This design comes from an exercise in tuning for small area and a short achievable clock period on the open sky130 flow, not from production work. Function was checked by simulation only, so behaviour that the tests miss may differ from the original. Power is estimated from default activity; no workload was simulated.

<file path="design/flow/design.v">
module mips_core(
    input clk,
    input reset,
    output [32-1:0] imem_addr,
    input  [32-1:0] imem_data,
    output dmem_we,
    output dmem_re,
    output [32-1:0] dmem_addr,
    output [32-1:0] dmem_wdata,
    input  [32-1:0] dmem_rdata,
    output wb_we,
    output [4:0] wb_addr,
    output [32-1:0] wb_data
);
    reg [31:0] pc;
    reg [31:0] ir;               
    reg [31:0] sel_a, sel_b;     
    reg [31:0] e_p;              
    reg [31:0] e_g;              
    reg [31:0] e_sd;             
    reg [15:0] e_tlo;            
    reg [15:0] e_phi;            
    reg        e_tc, e_ts;       
    reg [4:0]  e_dst;
    reg        e_cin, e_sum, e_slt, e_or, e_nor;
    reg        e_br, e_mr, e_mw, e_rw;
    reg [31:0] m_res;            
    reg [31:0] m_sd;
    reg [31:0] m_tgt;
    reg [4:0]  m_dst;
    reg        m_taken, m_mr, m_mw, m_rw;
    reg [31:0] w_data;           
    reg [31:0] w_rfd;            
    reg [4:0]  w_dst;
    reg        w_we;
    wire [31:0] pc_inc  = {pc[31:2] + 30'd1, pc[1:0]};
    wire [31:0] pc_next = m_taken ? m_tgt : pc_inc;
    always @(posedge clk) begin
        if (reset) begin
            pc <= 32'd0;
            ir <= 32'd0;
            sel_a <= 32'd1;
            sel_b <= 32'd1;
        end else begin
            pc <= pc_next;
            ir <= imem_data;
            sel_a <= 32'd1 << imem_data[25:21];
            sel_b <= 32'd1 << imem_data[20:16];
        end
    end
    assign imem_addr = pc;
    wire [31:0] rf [0:31];
    genvar gi;
    generate
        for (gi = 0; gi < 32; gi = gi + 1) begin : g_rf
            reg [31:0] q;
            always @(posedge clk)
                if (w_we && w_dst == gi)
                    q <= w_rfd;
            assign rf[gi] = q;
        end
    endgenerate
    reg  [31:0] rd_a, rd_b;
    integer k;
    always @(*) begin
        rd_a = 32'd0;
        rd_b = 32'd0;
        for (k = 0; k < 32; k = k + 1) begin
            rd_a = rd_a | ({32{sel_a[k]}} & rf[k]);
            rd_b = rd_b | ({32{sel_b[k]}} & rf[k]);
        end
    end
    wire [5:0] op    = ir[31:26];
    wire [5:0] funct = ir[5:0];
    wire is_r   = (op == 6'b000000);
    wire is_lw  = (op == 6'b100011);
    wire is_sw  = (op == 6'b101011);
    wire is_beq = (op == 6'b000100);
    wire is_oth = ~(is_r | is_lw | is_sw | is_beq);
    wire alusrc = is_lw | is_sw | is_oth;
    wire regdst = is_r | is_oth;
    wire f_sub  = is_r & (funct == 6'b100010);
    wire f_slt  = is_r & (funct == 6'b101010);
    wire f_add  = is_r & (funct == 6'b100000);
    wire f_or   = is_r & (funct == 6'b100101);
    wire f_nor  = is_r & (funct == 6'b100111);
    wire inv    = f_sub | f_slt;
    wire [31:0] se = {{16{ir[15]}}, ir[15:0]};
    wire [16:0] tlo = {1'b0, pc_inc[15:0]} + {1'b0, ir[15:0]};
    wire [31:0] op2 = alusrc ? se : (inv ? ~rd_b : rd_b);
    always @(posedge clk) begin
        e_p   <= rd_a ^ op2;
        e_g   <= {rd_a[31:1] & op2[31:1], (rd_a[0] & op2[0]) | ((rd_a[0] ^ op2[0]) & inv)};
        e_sd  <= rd_b;
        e_tlo <= tlo[15:0];
        e_tc  <= tlo[16];
        e_ts  <= ir[15];
        e_phi <= pc_inc[31:16];
        e_dst <= regdst ? ir[15:11] : ir[20:16];
        e_cin <= inv;
        e_sum <= ~is_r | f_add | f_sub;
        e_slt <= f_slt;
        e_or  <= f_or;
        e_nor <= f_nor;
        if (reset) begin
            e_br <= 1'b0;
            e_mr <= 1'b0;
            e_mw <= 1'b0;
            e_rw <= 1'b0;
        end else begin
            e_br <= is_beq | is_oth;
            e_mr <= is_lw | is_oth;
            e_mw <= is_sw | is_oth;
            e_rw <= is_r | is_lw | is_oth;
        end
    end
    wire [31:0] pg [0:5];
    wire [31:0] gg [0:5];
    assign pg[0] = e_p;
    assign gg[0] = e_g;
    genvar kl, kb;
    generate
        for (kl = 0; kl < 5; kl = kl + 1) begin : g_ks
            for (kb = 0; kb < 32; kb = kb + 1) begin : g_bit
                if (kb >= (1 << kl)) begin : g_op
                    assign gg[kl+1][kb] = gg[kl][kb] | (pg[kl][kb] & gg[kl][kb - (1 << kl)]);
                    assign pg[kl+1][kb] = pg[kl][kb] & pg[kl][kb - (1 << kl)];
                end else begin : g_pass
                    assign gg[kl+1][kb] = gg[kl][kb];
                    assign pg[kl+1][kb] = pg[kl][kb];
                end
            end
        end
    endgenerate
    wire [31:0] carry = {gg[5][30:0], e_cin};   
    wire [31:0] sum   = e_p ^ carry;
    wire        lt    = ~gg[5][31];           
    wire [31:0] orv   = e_p | e_g;
    wire [31:0] logic_res = e_nor ? ~orv : e_or ? orv : e_g;
    wire [31:0] alu   = e_sum ? sum : e_slt ? {31'd0, lt} : logic_res;
    wire        zero  = ~|e_p;
    wire [15:0] thi = (e_tc & ~e_ts) ? e_phi + 16'd1 :
                      (~e_tc & e_ts) ? e_phi - 16'd1 : e_phi;
    always @(posedge clk) begin
        m_res <= alu;
        m_sd  <= e_sd;
        m_tgt <= {thi, e_tlo};
        m_dst <= e_dst;
        if (reset) begin
            m_taken <= 1'b0;
            m_mr    <= 1'b0;
            m_mw    <= 1'b0;
            m_rw    <= 1'b0;
        end else begin
            m_taken <= e_br & zero;
            m_mr    <= e_mr;
            m_mw    <= e_mw;
            m_rw    <= e_rw;
        end
    end
    assign dmem_we    = m_mw;
    assign dmem_re    = m_mr;
    assign dmem_addr  = m_res;
    assign dmem_wdata = m_sd;
    always @(posedge clk) begin
        w_data <= m_mr ? dmem_rdata : m_res;
        if (m_rw)
            w_rfd <= m_mr ? dmem_rdata : m_res;
        w_dst  <= m_dst;
        if (reset)
            w_we <= 1'b0;
        else
            w_we <= m_rw;
    end
    assign wb_we   = w_we;
    assign wb_addr = w_dst;
    assign wb_data = w_data;
endmodule
</file>
<file path="design/flow/flow/run.sh">
#!/bin/bash
# The standard ORFS layout (standard.sh, unchanged synthesis), with:
#  - port buffers of a plain buffer cell (buf_2) instead of the default pick,
#  - gate sizing not restricted to cells of the same footprint.
set -euo pipefail
bash standard.sh finish \
  "BUFFER_PORTS_ARGS=-buffer_cell sky130_fd_sc_hd__buf_2" \
  MATCH_CELL_FOOTPRINT=0 > flow_make.log 2>&1
</file>
<file path="design/flow/standard.sh">
#!/bin/bash
# synth_recipe.tcl (not shown) runs the flow's synth.tcl, then flattens the netlist and writes it again
# the make line also repeats each setting of config.mk as NAME=value (left out here)
make -C /OpenROAD-flow-scripts/flow DESIGN_CONFIG=/design/flow/config.mk WORK_HOME=/design/flow/orfs CLKGATE_MAP_FILE= SYNTH_SCRIPT=/design/flow/synth_recipe.tcl "${@:-finish}"
</file>
<file path="design/flow/config.mk">
export PLATFORM = sky130hd
export DESIGN_NAME = mips_core
export DESIGN_NICKNAME = mips_core
export VERILOG_FILES = /design/flow/design.v
export SDC_FILE = /design/flow/constraint.sdc
export NUM_CORES = 4
export LEC_CHECK = 0
export CAP_MARGIN = 20
export CORE_MARGIN = 2
export CORE_UTILIZATION = 50
export CTS_CLUSTER_DIAMETER = 80
export CTS_CLUSTER_SIZE = 24
export SETUP_SLACK_MARGIN = 4.0
export SLEW_MARGIN = 20
</file>
<file path="design/flow/constraint.sdc">
create_clock -name core_clock -period 6.5 [get_ports {clk}]
set_input_delay 1.3000 -clock core_clock [delete_from_list [all_inputs] [get_ports {clk}]]
set_output_delay 1.3000 -clock core_clock [all_outputs]
set_load 0.01 [all_outputs]
</file>
==> results.yml <==
sta:
  finalCritPeriodShare_pct: 40.57
  skew_ps: 57.85
  finalWorstSetupSlack_ps: 3863
  max_freq_mhz: 379.3
  tns_ps: 0
  slew_headroom_pct: 20.63
  worst_hold_slack_ps: 324.3
  finalHoldViolCount: 0
  grt_setup_unrepaired: "yes"
  drv_slew: 0
  setup_viol: 0
  worstMarginPinSlew_ps: 1191
  min_period_ps: 2637
clock_tree:
  clockBufferDepth: 3
  cts_tree: "yes"
  path_clk_slew_ps: 90
  clock-sinks: 1466
  htree_levels: 3
  cts_root_buf: "clkbuf_16"
  cts_buffers: 74
  clk_latency_ps: 720
  postCtsHoldBufs: 0
die:
  initial_core_util_pct: 50.32
  die-area_mm2: 0.1175
  io_pins: 202
  dieHeight_um: 342.8
  fp.coreArea_mm2: 0.1140
  placementRows: 124
  fp.dieW_um: 342.8
grt:
  overflow: 0
  grt_max_degree: 65
  antenna_found_initial: 15
  grt_pass1_vias: 40956
  grt_usage_pct: 41.56
  grt_pass1_wl_mm: 333.4
critical_path:
  endpoint_kind: "flip-flop"
  cp.required_ps: 7100
  cp_max_fo: 32
  critPathKind: "reg2reg"
  arrival_ps: 3230
  start_kind: "flip-flop"
status:
  status: "finished clean"
finish:
  drive_above_1_share_pct: 19.51
  final_area_mm2: 0.06555
  area_growth_pct: 14.23
  final_nets: 4461
synthesis:
  yosys_warnings: 1
  mappedNetlistArea_mm2: 0.05738
  synth_seq_cells: 1466
  ys_seq_area_share_pct: 69.57
  syn_inst: 4122
  synthArstFlopShare_pct: 0
  synth_edf_count: 1056
  synth-main-ff-cell: "edfxtp_1"
  yosysUniqueCellTypes: 76
  synth_fp_nets: 4241
  postSynthAreaPerCell_um2: 13.92
hold_path:
  min_path_type: "reg2reg"
power:
  p_leak_nw: 21.78
  fin_total_pwr_mw: 17.83
  power_density_mw_per_mm2: 272.1
  peakVddDrop_mv: 0.2266
drt:
  routedWlPerCell_um: 43.33
  vias: 45538
  drt_iter0_markers: 10300
  antenna_left: 0
  vias_per_cell: 7.694
  drcViolationCount: 0
  drt-pass1-iter-count: 10
  wl_mm: 256.4
placement:
  place_ws_ps: 3339
  gp_congestion: 0.9471
  place_area_mm2: 0.06034
  hpwl_mm: 122.7
  port_buffers: 201
flow_run:
  maxCapViolCount: 0
-- stage by stage --
stage / utilization (%) / std cells
finish: 57.48 / 5919
global route: 57.45 / 5906
CTS: 56.27 / 5852
detailed placement: 52.91 / 5662
global placement: 52.90 / 5661
floorplan: - / 4122
-- repair_timing --
action,4_1_cts,5_1_grt
setup endpoints to repair,219,156
endpoints found under the hold margin,0,0
setup buffers,60,41
cloned,3,8
pin swaps,11,46
resized for setup,278,158
-- final cells by class --
type / count / area, um^2
Clock inverter: 11 / 128.9
Fill cell: 9062 / 48490
Antenna cell: 14 / 35.03
Inverter: 32 / 120.1
Multi-Input combinational cell: 2356 / 17280
Clock buffer: 116 / 2116
Timing Repair Buffer: 412 / 3739
Sequential cell: 1466 / 40230
Tap cell: 1512 / 1892
-- worst paths after layout --
check	start	to	slack (ps)	cells past startpoint
max	sel_a[0]$_SDFF_PP1_	e_p[23]$_DFF_P_	3860	6
min	e_tlo[2]$_DFF_P_	m_tgt[2]$_DFF_P_	320	0
max reg2reg	sel_a[0]$_SDFF_PP1_	e_p[23]$_DFF_P_	3860	6
min reg2reg	e_tlo[2]$_DFF_P_	m_tgt[2]$_DFF_P_	320	0
-- state kept, by name, indices dropped and copies added, names as in the netlist, 5 cells and up --
name    flops
w_data     32
e_g        32
sel_b      32
e_phi      16
sel_a      32
m_res      32
w_rfd      32
e_tlo      16
m_tgt      32
w_dst       5
e_p        32
e_sd       32
g_rf.q   1024
m_sd       32
e_dst       5
ir         27
m_dst       5
pc         32
-- worst max-delay path: stages, from the launching register on --
cell and delay [ps]:
dfxtp_2 320, buf_4 440, a22o_1 330, a221oi_1 390, nand3_1 110, or4_1 590
ha_1 320
-- layer usage --
layer  share of wire [%]  GRT usage (%)  vias up
li1                    -              -    17044
met1                  32          51.57    21850
met2                  40          58.11     5087
met3                  19          20.82     1534
met4                 8.3          24.74       23
met5                0.20         0.2804        -
-- synth_stat cells (5+ instances only) --
master | n | share of area, %
o21ai_1 | 20 | 0.17
a21oi_1 | 69 | 0.60
ha_1 | 52 | 1.1
xor2_1 | 27 | 0.41
or3_1 | 9 | 0.098
a31oi_1 | 8 | 0.087
nand2b_1 | 15 | 0.16
mux2_2 | 37 | 0.73
a22o_1 | 129 | 2.0
o21ai_0 | 85 | 0.74
and4_1 | 5 | 0.076
nor4_1 | 12 | 0.13
a21o_1 | 14 | 0.18
inv_1 | 32 | 0.21
edfxtp_1 | 1056 | 55
mux2i_1 | 19 | 0.33
or4_1 | 66 | 0.86
a211o_1 | 5 | 0.076
and3_1 | 15 | 0.16
nand2_1 | 118 | 0.77
nor2_1 | 189 | 1.2
or2_2 | 5 | 0.055
a221oi_1 | 128 | 2.0
o31ai_1 | 7 | 0.092
o21bai_1 | 7 | 0.092
nor3_1 | 38 | 0.33
dfxtp_1 | 410 | 14
nor2b_1 | 57 | 0.62
a22oi_1 | 769 | 10
nand4_1 | 139 | 1.5
buf_2 | 11 | 0.096
buf_1 | 22 | 0.14
nand3_1 | 164 | 1.4
xnor2_1 | 80 | 1.2
clkbuf_1 | 232 | 1.5
-- kinds of logic (layout without fill, tap and decap cells) --
family	Yosys count	in the layout	synth area share [%]
DFF	1466	1466	69.57
adders and majority gates	53	53	1.169
AOI/OAI and AO/OA	1285	1285	16.72
and+or+nand+nor	852	852	7.769
muxes	56	56	1.058
other	0	14	0
buffers and inverters	300	571	2.002
xor gates and xnor gates	110	110	1.718
-- report_power, final --
| part | switching, mW | internal [mW] | leakage, nW |
|---|---|---|---|
| Combinational | 0.950 | 0.566 | 7.72 |
| Sequential | 0.439 | 10.5 | 13.0 |
| Clock | 3.10 | 2.30 | 1.08 |
| Total | 4.49 | 13.3 | 21.8 |
-- layout by cell type (no fill, tap or decap), types with 28 or more instances in the layout --
cell type / synthesis / final
dfxtp_2: 0 / 83
a221oi_1: 128 / 100
a22o_1: 129 / 129
o21ai_1: 20 / 28
nand3_1: 164 / 161
nand4_1: 139 / 139
buf_4: 2 / 125
ha_1: 52 / 45
dfxtp_1: 410 / 271
edfxtp_1: 1056 / 1056
buf_6: 0 / 54
buf_2: 11 / 170
nor3_1: 38 / 37
o21ai_0: 85 / 75
inv_1: 32 / 32
or4_4: 0 / 48
dfxtp_4: 0 / 56
a21oi_1: 69 / 64
nor2b_1: 57 / 57
nor2_1: 189 / 153
nor2_4: 1 / 34
xnor2_1: 80 / 70
a22oi_1: 769 / 768
clkbuf_1: 232 / 37
a221oi_2: 1 / 29
buf_12: 0 / 35
mux2_2: 37 / 37
clkbuf_16: 0 / 91
nand2_1: 118 / 117

## afterwards: timing with drivers on the ports
In the flow no input, the clock included, has a driving cell. The finished layout below was timed again as built, in two steps. Step 1 (the two cells are an assumption about what drives the block):
set clk [get_ports {clk}]
set_driving_cell -lib_cell sky130_fd_sc_hd__clkbuf_16 $clk
set_driving_cell -lib_cell sky130_fd_sc_hd__buf_2 [delete_from_list [all_inputs] $clk]
Step 2 also shifts input and output timing later by t, the mid clock arrival at the registers, as if the neighbouring blocks saw the same clock. Three values: ideal, step 1, step 2; two values: the first two.
t, ns: 0.762
slack for setup (ns): 3.863 / 3.863 / 3.374
worst data-port slew with drivers (ns): 0.07
cell pins on the clock port's net: 1
After both steps this run still meets setup and hold. For this run, drivers alone change the setup slack by 0.000 ns; drivers and shift together by -0.489 ns.
